From an optimization exercise on the open Yosys and OpenROAD flow, aimed at small area, a short achievable clock period and few clock cycles; shortcuts taken in it are not production practice. No run shown here included a check of the RTL's function; only the layout flow was run. Power and IR drop assume default switching activity.

<file path="flow/design.v">
`timescale 1ns / 1ps
module task3(
    input [2:0] opcode,
    output reg done,
    output reg [23:0] out,
    input [7:0] in2,
    input [7:0] in1,
    input [7:0] in0,
    input clk,
    input rst
    );
    function [10:0] fx; input [3:0] v;
        case (v)
            4'd0: fx = 11'd0;
            4'd1: fx = 11'd13;
            4'd2: fx = 11'd36;
            4'd3: fx = 11'd69;
            4'd4: fx = 11'd112;
            4'd5: fx = 11'd165;
            4'd6: fx = 11'd228;
            4'd7: fx = 11'd301;
            4'd8: fx = 11'd384;
            4'd9: fx = 11'd477;
            4'd10: fx = 11'd580;
            4'd11: fx = 11'd693;
            4'd12: fx = 11'd816;
            4'd13: fx = 11'd949;
            4'd14: fx = 11'd1092;
            4'd15: fx = 11'd1245;
        endcase
    endfunction
    function [9:0] gy; input [3:0] v;
        case (v)
            4'd0: gy = 10'd0;
            4'd1: gy = 10'd1;
            4'd2: gy = 10'd10;
            4'd3: gy = 10'd27;
            4'd4: gy = 10'd52;
            4'd5: gy = 10'd85;
            4'd6: gy = 10'd126;
            4'd7: gy = 10'd175;
            4'd8: gy = 10'd232;
            4'd9: gy = 10'd297;
            4'd10: gy = 10'd370;
            4'd11: gy = 10'd451;
            4'd12: gy = 10'd540;
            4'd13: gy = 10'd637;
            4'd14: gy = 10'd742;
            4'd15: gy = 10'd855;
        endcase
    endfunction
    function [10:0] fz; input [3:0] v;
        case (v)
            4'd0: fz = 11'd13;
            4'd1: fz = 11'd17;
            4'd2: fz = 11'd33;
            4'd3: fz = 11'd61;
            4'd4: fz = 11'd101;
            4'd5: fz = 11'd153;
            4'd6: fz = 11'd217;
            4'd7: fz = 11'd293;
            4'd8: fz = 11'd381;
            4'd9: fz = 11'd481;
            4'd10: fz = 11'd593;
            4'd11: fz = 11'd717;
            4'd12: fz = 11'd853;
            4'd13: fz = 11'd1001;
            4'd14: fz = 11'd1161;
            4'd15: fz = 11'd1333;
        endcase
    endfunction
    reg [1:0] ph;    
    wire op7 = (opcode == 3'd7);
    wire sub = (opcode == 3'd1);
    wire [7:0] mx = (ph == 2'd0) ? (opcode[2] ? in0 : in1) : (ph[0] ? out[7:0] : out[23:16]);
    wire [7:0] mz = ph[1] ? out[15:8] : 8'd0;
    wire m_1;
    wire m_2;
    wire m_3;
    wire m_4;
    wire m_5;
    wire m_6;
    wire m_7;
    wire m_8;
    wire m_9;
    wire m_10;
    wire m_11;
    wire m_12;
    wire m_13;
    wire m_14;
    wire m_15;
    wire m_16;
    wire m_17;
    wire m_18;
    wire m_19;
    wire m_20;
    wire m_21;
    wire m_22;
    wire m_23;
    wire m_24;
    wire m_25;
    wire m_26;
    wire m_27;
    wire m_28;
    wire m_29;
    wire m_30;
    wire m_31;
    wire m_32;
    wire m_33;
    wire m_34;
    wire m_35;
    wire m_36;
    wire m_37;
    wire m_38;
    wire m_39;
    wire m_40;
    wire m_41;
    wire m_42;
    wire m_43;
    wire m_44;
    wire m_45;
    wire m_46;
    wire m_47;
    wire m_48;
    wire m_49;
    wire m_50;
    wire m_51;
    wire m_52;
    wire m_53;
    wire m_54;
    wire m_55;
    wire m_56;
    wire m_57;
    wire m_58;
    wire m_59;
    wire m_60;
    wire m_61;
    wire m_62;
    wire m_63;
    wire m_64;
    wire m_65;
    wire m_66;
    wire m_67;
    wire m_68;
    wire m_69;
    wire m_70;
    wire m_71;
    wire m_72;
    wire m_73;
    wire m_74;
    wire m_75;
    wire m_76;
    wire m_77;
    wire m_78;
    wire m_79;
    wire m_80;
    wire m_81;
    wire m_82;
    wire m_83;
    wire m_84;
    wire m_85;
    wire m_86;
    wire m_87;
    wire m_88;
    wire m_89;
    wire m_90;
    wire m_91;
    wire m_92;
    wire m_93;
    wire m_94;
    wire m_95;
    wire m_96;
    wire m_97;
    wire m_98;
    assign m_1 = (mx[0] & in0[5]) ^ (mx[1] & in0[4]);
    assign m_2 = (mx[0] & in0[5]) & (mx[1] & in0[4]);
    assign m_3 = (mx[0] & in0[6]) ^ (mx[1] & in0[5]) ^ (mx[2] & in0[4]);
    assign m_4 = ((mx[0] & in0[6]) & (mx[1] & in0[5])) | ((mx[0] & in0[6]) & (mx[2] & in0[4])) | ((mx[1] & in0[5]) & (mx[2] & in0[4]));
    assign m_5 = (mx[3] & in0[3]) ^ (mx[4] & in0[2]);
    assign m_6 = (mx[3] & in0[3]) & (mx[4] & in0[2]);
    assign m_7 = (mx[0] & in0[7]) ^ (mx[1] & in0[6]) ^ (mx[2] & in0[5]);
    assign m_8 = ((mx[0] & in0[7]) & (mx[1] & in0[6])) | ((mx[0] & in0[7]) & (mx[2] & in0[5])) | ((mx[1] & in0[6]) & (mx[2] & in0[5]));
    assign m_9 = (mx[3] & in0[4]) ^ (mx[4] & in0[3]) ^ (mx[5] & in0[2]);
    assign m_10 = ((mx[3] & in0[4]) & (mx[4] & in0[3])) | ((mx[3] & in0[4]) & (mx[5] & in0[2])) | ((mx[4] & in0[3]) & (mx[5] & in0[2]));
    assign m_11 = (mx[6] & in0[1]) ^ (mx[7] & in0[0]);
    assign m_12 = (mx[6] & in0[1]) & (mx[7] & in0[0]);
    assign m_13 = (mx[1] & in0[7]) ^ (mx[2] & in0[6]) ^ (mx[3] & in0[5]);
    assign m_14 = ((mx[1] & in0[7]) & (mx[2] & in0[6])) | ((mx[1] & in0[7]) & (mx[3] & in0[5])) | ((mx[2] & in0[6]) & (mx[3] & in0[5]));
    assign m_15 = (mx[4] & in0[4]) ^ (mx[5] & in0[3]) ^ (mx[6] & in0[2]);
    assign m_16 = ((mx[4] & in0[4]) & (mx[5] & in0[3])) | ((mx[4] & in0[4]) & (mx[6] & in0[2])) | ((mx[5] & in0[3]) & (mx[6] & in0[2]));
    assign m_17 = (mx[2] & in0[7]) ^ (mx[3] & in0[6]) ^ (mx[4] & in0[5]);
    assign m_18 = ((mx[2] & in0[7]) & (mx[3] & in0[6])) | ((mx[2] & in0[7]) & (mx[4] & in0[5])) | ((mx[3] & in0[6]) & (mx[4] & in0[5]));
    assign m_19 = (mx[0] & in0[3]) ^ (mx[1] & in0[2]);
    assign m_20 = (mx[0] & in0[3]) & (mx[1] & in0[2]);
    assign m_21 = (mx[0] & in0[4]) ^ (mx[1] & in0[3]) ^ (mx[2] & in0[2]);
    assign m_22 = ((mx[0] & in0[4]) & (mx[1] & in0[3])) | ((mx[0] & in0[4]) & (mx[2] & in0[2])) | ((mx[1] & in0[3]) & (mx[2] & in0[2]));
    assign m_23 = (mx[3] & in0[1]) ^ (mx[4] & in0[0]);
    assign m_24 = (mx[3] & in0[1]) & (mx[4] & in0[0]);
    assign m_25 = (mx[2] & in0[3]) ^ (mx[3] & in0[2]) ^ (mx[4] & in0[1]);
    assign m_26 = ((mx[2] & in0[3]) & (mx[3] & in0[2])) | ((mx[2] & in0[3]) & (mx[4] & in0[1])) | ((mx[3] & in0[2]) & (mx[4] & in0[1]));
    assign m_27 = (mx[5] & in0[0]) ^ mz[5] ^ m_1;
    assign m_28 = ((mx[5] & in0[0]) & mz[5]) | ((mx[5] & in0[0]) & m_1) | (mz[5] & m_1);
    assign m_29 = (mx[5] & in0[1]) ^ (mx[6] & in0[0]) ^ mz[6];
    assign m_30 = ((mx[5] & in0[1]) & (mx[6] & in0[0])) | ((mx[5] & in0[1]) & mz[6]) | ((mx[6] & in0[0]) & mz[6]);
    assign m_31 = m_2 ^ m_3 ^ m_5;
    assign m_32 = (m_2 & m_3) | (m_2 & m_5) | (m_3 & m_5);
    assign m_33 = mz[7] ^ m_4 ^ m_6;
    assign m_34 = (mz[7] & m_4) | (mz[7] & m_6) | (m_4 & m_6);
    assign m_35 = m_7 ^ m_9 ^ m_11;
    assign m_36 = (m_7 & m_9) | (m_7 & m_11) | (m_9 & m_11);
    assign m_37 = (mx[7] & in0[1]) ^ m_8 ^ m_10;
    assign m_38 = ((mx[7] & in0[1]) & m_8) | ((mx[7] & in0[1]) & m_10) | (m_8 & m_10);
    assign m_39 = m_12 ^ m_13 ^ m_15;
    assign m_40 = (m_12 & m_13) | (m_12 & m_15) | (m_13 & m_15);
    assign m_41 = (mx[5] & in0[4]) ^ (mx[6] & in0[3]) ^ (mx[7] & in0[2]);
    assign m_42 = ((mx[5] & in0[4]) & (mx[6] & in0[3])) | ((mx[5] & in0[4]) & (mx[7] & in0[2])) | ((mx[6] & in0[3]) & (mx[7] & in0[2]));
    assign m_43 = m_14 ^ m_16 ^ m_17;
    assign m_44 = (m_14 & m_16) | (m_14 & m_17) | (m_16 & m_17);
    assign m_45 = (mx[3] & in0[7]) ^ (mx[4] & in0[6]) ^ (mx[5] & in0[5]);
    assign m_46 = ((mx[3] & in0[7]) & (mx[4] & in0[6])) | ((mx[3] & in0[7]) & (mx[5] & in0[5])) | ((mx[4] & in0[6]) & (mx[5] & in0[5]));
    assign m_47 = (mx[6] & in0[4]) ^ (mx[7] & in0[3]) ^ m_18;
    assign m_48 = ((mx[6] & in0[4]) & (mx[7] & in0[3])) | ((mx[6] & in0[4]) & m_18) | ((mx[7] & in0[3]) & m_18);
    assign m_49 = (mx[4] & in0[7]) ^ (mx[5] & in0[6]) ^ (mx[6] & in0[5]);
    assign m_50 = ((mx[4] & in0[7]) & (mx[5] & in0[6])) | ((mx[4] & in0[7]) & (mx[6] & in0[5])) | ((mx[5] & in0[6]) & (mx[6] & in0[5]));
    assign m_51 = (mx[0] & in0[2]) ^ (mx[1] & in0[1]);
    assign m_52 = (mx[0] & in0[2]) & (mx[1] & in0[1]);
    assign m_53 = (mx[2] & in0[1]) ^ (mx[3] & in0[0]) ^ mz[3];
    assign m_54 = ((mx[2] & in0[1]) & (mx[3] & in0[0])) | ((mx[2] & in0[1]) & mz[3]) | ((mx[3] & in0[0]) & mz[3]);
    assign m_55 = mz[4] ^ m_20 ^ m_21;
    assign m_56 = (mz[4] & m_20) | (mz[4] & m_21) | (m_20 & m_21);
    assign m_57 = m_22 ^ m_24 ^ m_25;
    assign m_58 = (m_22 & m_24) | (m_22 & m_25) | (m_24 & m_25);
    assign m_59 = m_26 ^ m_28 ^ m_29;
    assign m_60 = (m_26 & m_28) | (m_26 & m_29) | (m_28 & m_29);
    assign m_61 = m_30 ^ m_32 ^ m_33;
    assign m_62 = (m_30 & m_32) | (m_30 & m_33) | (m_32 & m_33);
    assign m_63 = m_34 ^ m_36 ^ m_37;
    assign m_64 = (m_34 & m_36) | (m_34 & m_37) | (m_36 & m_37);
    assign m_65 = m_38 ^ m_40 ^ m_41;
    assign m_66 = (m_38 & m_40) | (m_38 & m_41) | (m_40 & m_41);
    assign m_67 = m_42 ^ m_44 ^ m_45;
    assign m_68 = (m_42 & m_44) | (m_42 & m_45) | (m_44 & m_45);
    assign m_69 = (mx[7] & in0[4]) ^ m_46 ^ m_48;
    assign m_70 = ((mx[7] & in0[4]) & m_46) | ((mx[7] & in0[4]) & m_48) | (m_46 & m_48);
    assign m_71 = (mx[5] & in0[7]) ^ (mx[6] & in0[6]) ^ (mx[7] & in0[5]);
    assign m_72 = ((mx[5] & in0[7]) & (mx[6] & in0[6])) | ((mx[5] & in0[7]) & (mx[7] & in0[5])) | ((mx[6] & in0[6]) & (mx[7] & in0[5]));
    assign m_73 = (mx[0] & in0[1]) ^ (mx[1] & in0[0]);
    assign m_74 = (mx[0] & in0[1]) & (mx[1] & in0[0]);
    assign m_75 = (mx[2] & in0[0]) ^ mz[2] ^ m_51;
    assign m_76 = ((mx[2] & in0[0]) & mz[2]) | ((mx[2] & in0[0]) & m_51) | (mz[2] & m_51);
    assign m_77 = m_19 ^ m_52 ^ m_53;
    assign m_78 = (m_19 & m_52) | (m_19 & m_53) | (m_52 & m_53);
    assign m_79 = m_23 ^ m_54 ^ m_55;
    assign m_80 = (m_23 & m_54) | (m_23 & m_55) | (m_54 & m_55);
    assign m_81 = m_27 ^ m_56 ^ m_57;
    assign m_82 = (m_27 & m_56) | (m_27 & m_57) | (m_56 & m_57);
    assign m_83 = m_31 ^ m_58 ^ m_59;
    assign m_84 = (m_31 & m_58) | (m_31 & m_59) | (m_58 & m_59);
    assign m_85 = m_35 ^ m_60 ^ m_61;
    assign m_86 = (m_35 & m_60) | (m_35 & m_61) | (m_60 & m_61);
    assign m_87 = m_39 ^ m_62 ^ m_63;
    assign m_88 = (m_39 & m_62) | (m_39 & m_63) | (m_62 & m_63);
    assign m_89 = m_43 ^ m_64 ^ m_65;
    assign m_90 = (m_43 & m_64) | (m_43 & m_65) | (m_64 & m_65);
    assign m_91 = m_47 ^ m_66 ^ m_67;
    assign m_92 = (m_47 & m_66) | (m_47 & m_67) | (m_66 & m_67);
    assign m_93 = m_49 ^ m_68 ^ m_69;
    assign m_94 = (m_49 & m_68) | (m_49 & m_69) | (m_68 & m_69);
    assign m_95 = m_50 ^ m_70 ^ m_71;
    assign m_96 = (m_50 & m_70) | (m_50 & m_71) | (m_70 & m_71);
    assign m_97 = (mx[6] & in0[7]) ^ (mx[7] & in0[6]) ^ m_72;
    assign m_98 = ((mx[6] & in0[7]) & (mx[7] & in0[6])) | ((mx[6] & in0[7]) & m_72) | ((mx[7] & in0[6]) & m_72);
    wire [15:0] pa = {1'b0, (mx[7] & in0[7]), m_96, m_94, m_92, m_90, m_88, m_86, m_84, m_82, m_80, m_78, m_76, m_74, mz[1], (mx[0] & in0[0])};
    wire [15:0] pb = {1'b0, m_98, m_97, m_95, m_93, m_91, m_89, m_87, m_85, m_83, m_81, m_79, m_77, m_75, m_73, mz[0]};
    wire [15:0] prod = pa + pb;
    wire [12:0] s0 = op7 ? {2'b0, fx(in0[3:0])} : {5'd0, in0};
    wire [12:0] s1 = op7 ? ~{3'b0, gy(in1[3:0])} : sub ? {5'h1f, ~in1} : {5'd0, in1};
    wire [12:0] s2 = op7 ? {2'b0, fz(in2[3:0])} : (opcode == 3'd6) ? {5'd0, in2} : 13'd0;
    wire [12:0] sum = s0 + s1 + s2 + {12'd0, sub | op7};
    reg [23:0] res;
    always @* begin
        case (opcode)
            3'd0, 3'd6: res = {14'd0, sum[9:0]};
            3'd1:       res = {{14{sum[9]}}, sum[9:0]};
            3'd3:       res = {17'd0, in0[7:1]};
            3'd7:       res = {5'd0, {6{sum[12]}}, sum};
            3'd5:       res = (ph == 2'd1) ? {out[15:8], prod}
                            : (ph == 2'd2) ? {prod, out[7:0]} : {8'd0, prod};
            default:    res = {8'd0, prod};
        endcase
    end
    always @(posedge clk) begin
        if (!rst) begin
            done <= 1'b0;
            ph <= 2'd0;
        end else if (!done) begin
            out <= res;
            if (opcode == 3'd5 && ph != 2'd2)
                ph <= ph + 2'd1;
            else
                done <= 1'b1;
        end
    end
endmodule
</file>
<file path="flow/run.sh">
#!/bin/bash
# synth_recipe.tcl (not shown) runs the flow's synth.tcl, then flattens the netlist and writes it again
# the make line also repeats each setting of config.mk as NAME=value (left out here)
make -C /OpenROAD-flow-scripts/flow DESIGN_CONFIG=/design/flow/config.mk WORK_HOME=/design/flow/orfs CLKGATE_MAP_FILE= SYNTH_SCRIPT=/design/flow/synth_recipe.tcl finish
</file>
<file path="flow/config.mk">
export PLATFORM = sky130hd
export DESIGN_NAME = task3
export DESIGN_NICKNAME = task3
export VERILOG_FILES = /design/flow/design.v
export SDC_FILE = /design/flow/constraint.sdc
export NUM_CORES = 4
export LEC_CHECK = 0
export ABC_CLOCK_PERIOD_IN_PS = 3000
export CAP_MARGIN = 20
export CORE_MARGIN = 2
export CORE_UTILIZATION = 40
export SETUP_SLACK_MARGIN = 5
export SLEW_MARGIN = 20
</file>
<file path="flow/constraint.sdc">
create_clock -name core_clock -period 12.0 [get_ports {clk}]
set_input_delay 2.4000 -clock core_clock [delete_from_list [all_inputs] [get_ports {clk}]]
set_output_delay 2.4000 -clock core_clock [all_outputs]
set_load 0.01 [all_outputs]
</file>
==> summary.txt, run 1 <==
Worst setup path
  • CP dominant cell by count: fa_1
  • Startpoint types: input port
  • Slowest cell on the critical path: fa_1
  • CP Max Fanout: 6
  • Data arrival, critical path: 6.97 ns
  • Crit path largest cell delay: 0.55 ns
  • CP Class: in -> reg
  • Worst reg2reg setup slack: 5.54 ns
  • Crit path capture type: flip-flop
  • WP buf/inv: 3
  • WP data required: 12.11 ns
  • CP delay by family, top: adder cells
  • Crit-path cells: dlygate4sd2_1, mux2i_2, a21oi_4, and2_4, fa_1, inv_1, fa_1, fa_1, fa_1, inv_1, ha_4, and4_1, and2_1, o21a_2, a211oi_4, mux2_4, o211ai_1

GRT
  • Number of global-route vias before repair: 5082
  • Initial antenna violation count: 0
  • First-pass GRT wire length: 26.3 mm
  • Overflow after GRT: 0
  • Total track usage: 22.6%
  • Largest net degree at the start of global routing: 24

Floorplan
  • Die height: 123 µm
  • I/O pin cnt: 54
  • Initial Util: 41.0%
  • Cell Rows: 43
  • Die W: 123 µm
  • Total core area: 13900 µm²
  • Total die area: 15200 µm²

Timing
  • Unrepaired setup endpoints after global routing: no
  • Hold WS: 0.654 ns
  • Fmax: 146 MHz
  • Post-route setup TNS: 0 ns
  • Slew @ Worst Pin: 0.983 ns
  • Fin crit period: 6.87 ns
  • Setup violators final: 0
  • Final Skew: 0.00598 ns
  • Final period util: 57.2%
  • Max-slew violation count: 0
  • Max_slew headroom: 34.5%
  • Final hold violation count: 0

Power
  • Pwr Density: 152 nW/µm²
  • Max rail drop VDD: 88.9 µV
  • P_leak: 3.01 nW

Clocking
  • Clock Latency Late Sink: 0.26 ns
  • Number of buffers created by CTS: 3
  • CTS Root Cell: clkbuf_16
  • CTS clk-pin slew, worst paths: 0.07 ns
  • CTS tree: done
  • H-tree depth: 1
  • CTS sink cnt: 27
  • Longest Clk Path Bufs: 2

Logic synthesis
  • Post-synthesis register bit count: 27
  • Number of synthesized flops with an enable pin: 24
  • Syn Std Cell Area: 5690 µm²
  • Fraction of registers with async set/reset: 0%
  • Top_reg_cell synth: edfxtp_1
  • Mean Syn Cell Area: 8.42 µm²
  • Post-synthesis sequential area ratio: 13.7%
  • Post-synthesis cell count: 676
  • Syn Nets: 817
  • Yosys cell types: 63
  • Synth warn: 1

Route
  • Routed Wire Length: 17.1 mm
  • Detailed-route DRC error count: 0
  • Via count: 5159
  • Drt first-iter violations: 454
  • Routed wire per std cell: 19.0 µm
  • Routed Antenna Nets: 0
  • First-pass iteration count of the detailed router: 5
  • Vias/cell: 5.73

Job
  • Max-cap viol count: 0

Final layout
  • Most frequent cells in the layout: nand2_1 (81), inv_1 (77), ha_1 (55)
  • Final layout net count: 862
  • P&R area growth vs syn: 18.0%
  • Antenna cells: 0
  • Layout cells sized above 1: 11.9%
  • Most common cell after layout, fill and taps aside: nand2_1

Run status
  • Run status: finished clean

Placed design
  • PortBufs: 53
  • GP Congestion: 0.892
  • Hpwl dp: 13.5 mm

Min path
  • Worst Hold Class: reg -> reg
## routing by layer
metal / GRT usage (%) / share of wire (%) / vias to the layer above
li1: - / - / 2398
met2: 41.9 / 52 / 143
met1: 29.0 / 42 / 2590
met4: 4.33 / 2.2 / 0
met3: 1.38 / 3.9 / 28
met5: 0 / 0 / -
## worst paths after layout
kind / from / to / cells past startpoint
max: in1[6] / out[21] / 17
min: out[15] / out[23] / 2
max reg2reg: ph[0] / out[21] / 18
min reg2reg: out[15] / out[23] / 2
## kinds of logic (layout without fill, tap and decap cells)
kind of cell,count (synthesis),after routing,synth area share [%]
XOR/XNOR,28,28,4.44
AND/OR/NAND/NOR,217,217,19.1
flip-flops,27,27,13.7
adder cells (fa/ha/maj),112,112,31.6
multiplexers,22,22,3.93
buffers and inverters,110,154,7.45
AO/OA/AOI/OAI,160,160,19.8
## through the flow
step	setup WS [ns]	power, W	cell area [µm²]	instances	utilization, %
2_1_floorplan	5.04	0.000646	5730	676	-
3_3_place_gp	3.84	0.000848	6370	880	45.9
3_5_place_dp	3.75	0.000853	6370	880	45.9
4_1_cts	5.00	0.000944	6590	893	47.4
5_1_grt	4.96	0.00110	6720	900	48.4
6_report	5.13	0.00102	6720	900	48.4
## worst register-to-register path, stage by stage, from the launching register on
cell and delay [ns]:
dfxtp_1 0.80, inv_1 0.20, ha_1 0.58, a211oi_1 0.71, a21oi_4 0.09, and2_1 0.22
fa_1 0.51, inv_1 0.06, fa_1 0.43, fa_1 0.48, fa_1 0.55, inv_1 0.07
ha_4 0.24, and4_1 0.21, and2_1 0.16, o21a_2 0.24, a211oi_4 0.28, mux2_4 0.33
o211ai_1 0.16
## cells in the mapped netlist, drive strengths merged, types with 4 or more instances
library cell  number  share of area [%]
a211oi            16                2.5
a21o               9                1.2
a21oi             42                3.7
a221o              5               0.88
a22oi              6               0.79
a31oi              4               0.44
and2              44                4.8
and3               6               0.66
buf                8               0.73
clkbuf            24                1.6
edfxtp            24                 13
fa                53                 19
ha                59                 13
inv               78                5.1
mux2i             19                3.3
nand2             84                5.5
nand2b             6               0.66
nand3              6               0.53
nor2              28                1.8
nor2b             19                2.1
nor3               9               0.99
nor3b              4               0.62
o211ai            20                2.6
o21a               5               0.68
o21ai             23                2.0
o221ai             6                1.0
o22ai              4               0.55
or2                5               0.55
xnor2             15                2.3
xor2              13                2.1
## timing repair
item | CTS | global route
pin swaps | 10 | 19
setup endpoints to repair | 19 | 16
buffers inserted | 8 | 7
gates cloned | 1 | 0
hold buffers | 0 | 0
gates resized for setup | 67 | 39
## where the power goes
group          internal [W]  switching [W]
registers          0.000130      0.0000131
logic              0.000346       0.000456
clock network     0.0000453      0.0000326
## flip-flops by register name, summed over array words and instances (netlist names)
| register | count |
|---|---|
| done | 1 |
| out | 24 |
| ph | 2 |
## area by class of cell
class,count,area [µm²]
fillers,1347,7160
multi-input cells,539,4650
flip-flops and latches,27,781
repair buffers,72,689
inverters,78,293
well taps,180,225
clock buffers,3,75.1
clock inverters,1,7.51
==> inputs of run 2 (changes only) <==
==> flow/flow/run.sh (new file) <==
#!/bin/bash
set -euo pipefail
cd "$(dirname "$0")/.."
bash standard.sh finish \
  SETUP_SLACK_MARGIN=6.5 \
  "BUFFER_PORTS_ARGS=-buffer_cell sky130_fd_sc_hd__buf_1" \
  > run_standard.log 2>&1
==> flow/standard.sh (new file) <==
#!/bin/bash
# synth_recipe.tcl (not shown) runs the flow's synth.tcl, then flattens the netlist and writes it again
# the make line also repeats each setting of config.mk as NAME=value (left out here)
make -C /OpenROAD-flow-scripts/flow DESIGN_CONFIG=/design/flow/config.mk WORK_HOME=/design/flow/orfs CLKGATE_MAP_FILE= SYNTH_SCRIPT=/design/flow/synth_recipe.tcl "${@:-finish}"
--- a/flow/config.mk
+++ b/flow/config.mk
@@ -11,3 +11,2 @@
 export CORE_UTILIZATION = 40
-export SETUP_SLACK_MARGIN = 5
 export SLEW_MARGIN = 20
removed: flow/run.sh
==> run 2 against run 1 <==
Compared with the run above:
- still clean
- cell count is 3.6% higher
- synthesized cell count unchanged
- wire length increased by 4.9%
- hold slack got worse by 0.027 ns
- sequential power is essentially flat
- fmax is 1.1% higher
==> summary.txt, run 2 <==
Run status
  • Run status: finished clean

Clocking
  • Longest Clk Path Bufs: 2
  • Clock Latency Late Sink: 0.27 ns
  • H-tree depth: 1
  • CTS clk-pin slew, worst paths: 0.06 ns
  • CTS sink cnt: 27
  • CTS Root Cell: clkbuf_16
  • CTS tree: done
  • Number of buffers created by CTS: 3

GRT
  • Total track usage: 24.3%
  • Initial antenna violation count: 0
  • Overflow after GRT: 0
  • Largest net degree at the start of global routing: 24
  • First-pass GRT wire length: 28.4 mm
  • Number of global-route vias before repair: 5417

Timing
  • Setup violators final: 0
  • Hold WS: 0.627 ns
  • Max_slew headroom: 24.5%
  • Post-route setup TNS: 0 ns
  • Slew @ Worst Pin: 1.13 ns
  • Unrepaired setup endpoints after global routing: yes
  • Final period util: 56.6%
  • Final hold violation count: 0
  • Final Skew: 0.0128 ns
  • Fmax: 147 MHz
  • Max-slew violation count: 0
  • Fin crit period: 6.79 ns

Power
  • Clk network pwr share: 6.1%
  • Pint: 0.000680 W
  • Sw power: 0.000626 W
  • Logic pwr share: 82.8%
  • Total power: 0.00131 W
  • Pwr Density: 183 nW/µm²
  • Sw Share: 47.9%
  • Flop pwr share: 11.0%
  • Max rail drop VDD: 139 µV
  • P_leak: 3.07 nW

Worst setup path
  • Crit path capture type: flip-flop
  • Data arrival, critical path: 6.90 ns
  • WP data required: 12.11 ns
  • Worst reg2reg path depth: 19
  • Worst r2r dst: out[21]
  • Worst reg2reg setup slack: 5.58 ns
  • Startpoint types: input port
  • CP Class: in -> reg
  • Crit path capture: out[21]
  • Reg2reg start: ph[0]
  • Critical path startpoint: opcode[2]
  • CP Max Fanout: 6

Route
  • Vias/cell: 5.67
  • Routed Wire Length: 17.9 mm
  • Detailed-route DRC error count: 0
  • Routed wire per std cell: 19.2 µm
  • Routed Antenna Nets: 0
  • Drt first-iter violations: 349
  • Via count: 5289
  • First-pass iteration count of the detailed router: 4

Final layout
  • Layout cells sized above 1: 21.9%
  • Biggest register: out
  • FILL cells: 1323
  • Antenna cells: 0
  • Final core utilization: 51.5%
  • Biggest regs: out (24), ph (2), done (1)
  • P&R area growth vs syn: 25.5%
  • Most frequent cells in the layout: nand2_1 (75), inv_1 (69), ha_1 (50)
  • Max reg flops: 24
  • Final layout net count: 894
  • Most common cell after layout, fill and taps aside: nand2_1
  • Final Cell Area: 7140 µm²

Floorplan
  • Die height: 123 µm
  • Cell Rows: 43
  • Total core area: 13900 µm²
  • I/O pin cnt: 54
  • Initial Util: 41.0%
  • Die W: 123 µm
  • Total die area: 15200 µm²

Job
  • Max-cap viol count: 0

Logic synthesis
  • Syn Nets: 817
  • Yosys cell types: 63
  • Top_reg_cell synth: edfxtp_1
  • Post-synthesis cell count: 676
  • Syn Std Cell Area: 5690 µm²
  • Most frequent cell after synthesis: nand2_1
  • Top cell type's share of synthesized area: 18.6%
  • Post-synthesis register bit count: 27
  • Number of synthesized flops with an enable pin: 24
  • Mean Syn Cell Area: 8.42 µm²
  • Top post-synthesis cells by area: fa_1 (19%), ha_1 (13%), edfxtp_1 (13%)
  • Synth area leader: fa_1
  • Post-synth top cells: nand2_1 (84), inv_1 (78), ha_1 (59), fa_1 (53), and2_1 (43)
  • Synth warn: 1
  • Fraction of registers with async set/reset: 0%
  • Post-synthesis sequential area ratio: 13.7%

Placed design
  • Area of placed instances: 6160 µm²
  • GP Congestion: 0.910
  • Hpwl dp: 13.5 mm
  • PortBufs: 53

Min path
  • Worst Hold Class: reg -> reg
## run 2: worst min-delay path by stage
stage | startpoint | slack [ns] | depth (start not counted) | endpoint
5_1_grt | out[10] | 0.67 | 2 | out[18]
6_report | out[12] | 0.63 | 2 | out[20]
4_1_cts | out[12] | 0.63 | 2 | out[20]
2_1_floorplan | out[10] | 0.61 | 2 | out[18]
3_3_place_gp | out[12] | 0.60 | 2 | out[20]
3_5_place_dp | out[12] | 0.62 | 2 | out[20]
## run 2: cells by family (layout without fill, tap and decap cells)
logic type	after synthesis	in the layout	share of synthesized area [%]
XOR/XNOR	28	28	4.44
AND/OR/NAND/NOR	217	217	19.1
buffers and inverters	110	186	7.45
AO/OA/AOI/OAI	160	160	19.8
adder cells (fa/ha/maj)	112	112	31.6
flip-flops	27	27	13.7
multiplexers	22	22	3.93
## run 2: power groups by stage
| stage | Clock (W) | Sequential [W] | Combinational [W] |
|---|---|---|---|
| finish | 0.0000801 | 0.000144 | 0.00108 |
| global route | 0.0000838 | 0.000146 | 0.00117 |
| CTS | 0.0000813 | 0.000144 | 0.000933 |
| detailed placement | 0 | 0.000146 | 0.000744 |
| global placement | 0 | 0.000145 | 0.000733 |
| floorplan | 0 | 0.000147 | 0.000547 |
## run 2: critical path, cell delays in order
cell	delay, ns
buf_6	0.10
buf_12	0.13
buf_8	0.13
mux2i_4	0.19
a21oi_4	0.28
buf_6	0.15
nand2_4	0.05
fa_2	0.36
inv_2	0.06
fa_1	0.42
fa_1	0.50
inv_2	0.04
fa_1	0.55
inv_2	0.05
ha_4	0.17
a211oi_2	0.22
o21bai_2	0.10
o21a_4	0.24
a211oi_4	0.27
mux2_4	0.33
o211ai_1	0.16
## run 2: stage by stage
step,worst slack (ns),instances
2_1_floorplan,5.27,676
3_3_place_gp,4.57,883
3_5_place_dp,4.42,883
4_1_cts,5.24,917
5_1_grt,5.05,932
6_report,5.21,932
## run 2: timing repair
item / in CTS / in global routing
cloned: 1 / 0
pin swaps: 51 / 34
setup endpoints to repair: 23 / 21
gates resized for setup: 89 / 36
setup buffers: 29 / 15
hold buffers: 0 / 0
## run 2: per-layer routing
metal / share of wire (%) / track usage (%) / up-vias / routed length [µm]
met5: 0 / 0 / - / 0
met4: 4.1 / 9.16 / 0 / 738
met3: 4.3 / 2.35 / 56 / 766
met2: 51 / 43.8 / 170 / 9120
met1: 41 / 29.8 / 2598 / 7280
li1: - / - / 2465 / -
## run 2: cell type report
type | instances | area, µm² | share of cell area [%]
Clock buffer | 3 | 75.1 | 1.05
Clock inverter | 1 | 8.76 | 0.123
Inverter | 78 | 293 | 4.10
Multi-Input combinational cell | 539 | 5090 | 71.3
Sequential cell | 27 | 781 | 10.9
Tap cell | 180 | 225 | 3.15
Timing Repair Buffer | 104 | 669 | 9.37

-- static timing again, ports no longer ideal --
The results above use ideal ports. As a check the final layouts listed here were re-extracted and re-timed, cells and wires unchanged. Step 1, drivers: a clkbuf_16 drives clk and a buf_2 each remaining input, both assumed. Step 2, shift: input delay + t, output delay - t, t = (earliest + latest rising clock arrival at the registers) / 2. This alone moves slack from input paths to output paths. Three values: no drivers, after step 1, after step 2; two values: the first two.
run	shift t [ns]	setup slack, ns	slew at the worst register clock pin (ns)
run 1	0.292	5.134 / 5.115 / 4.823	0.07 / 0.07
run 2	0.300	5.206 / 5.210 / 4.910	0.08 / 0.08
After both steps setup and hold are still met in every run listed. The setup slack of run 1, which loses most, moves by -0.019 ns with the drivers and by -0.311 ns with both steps.
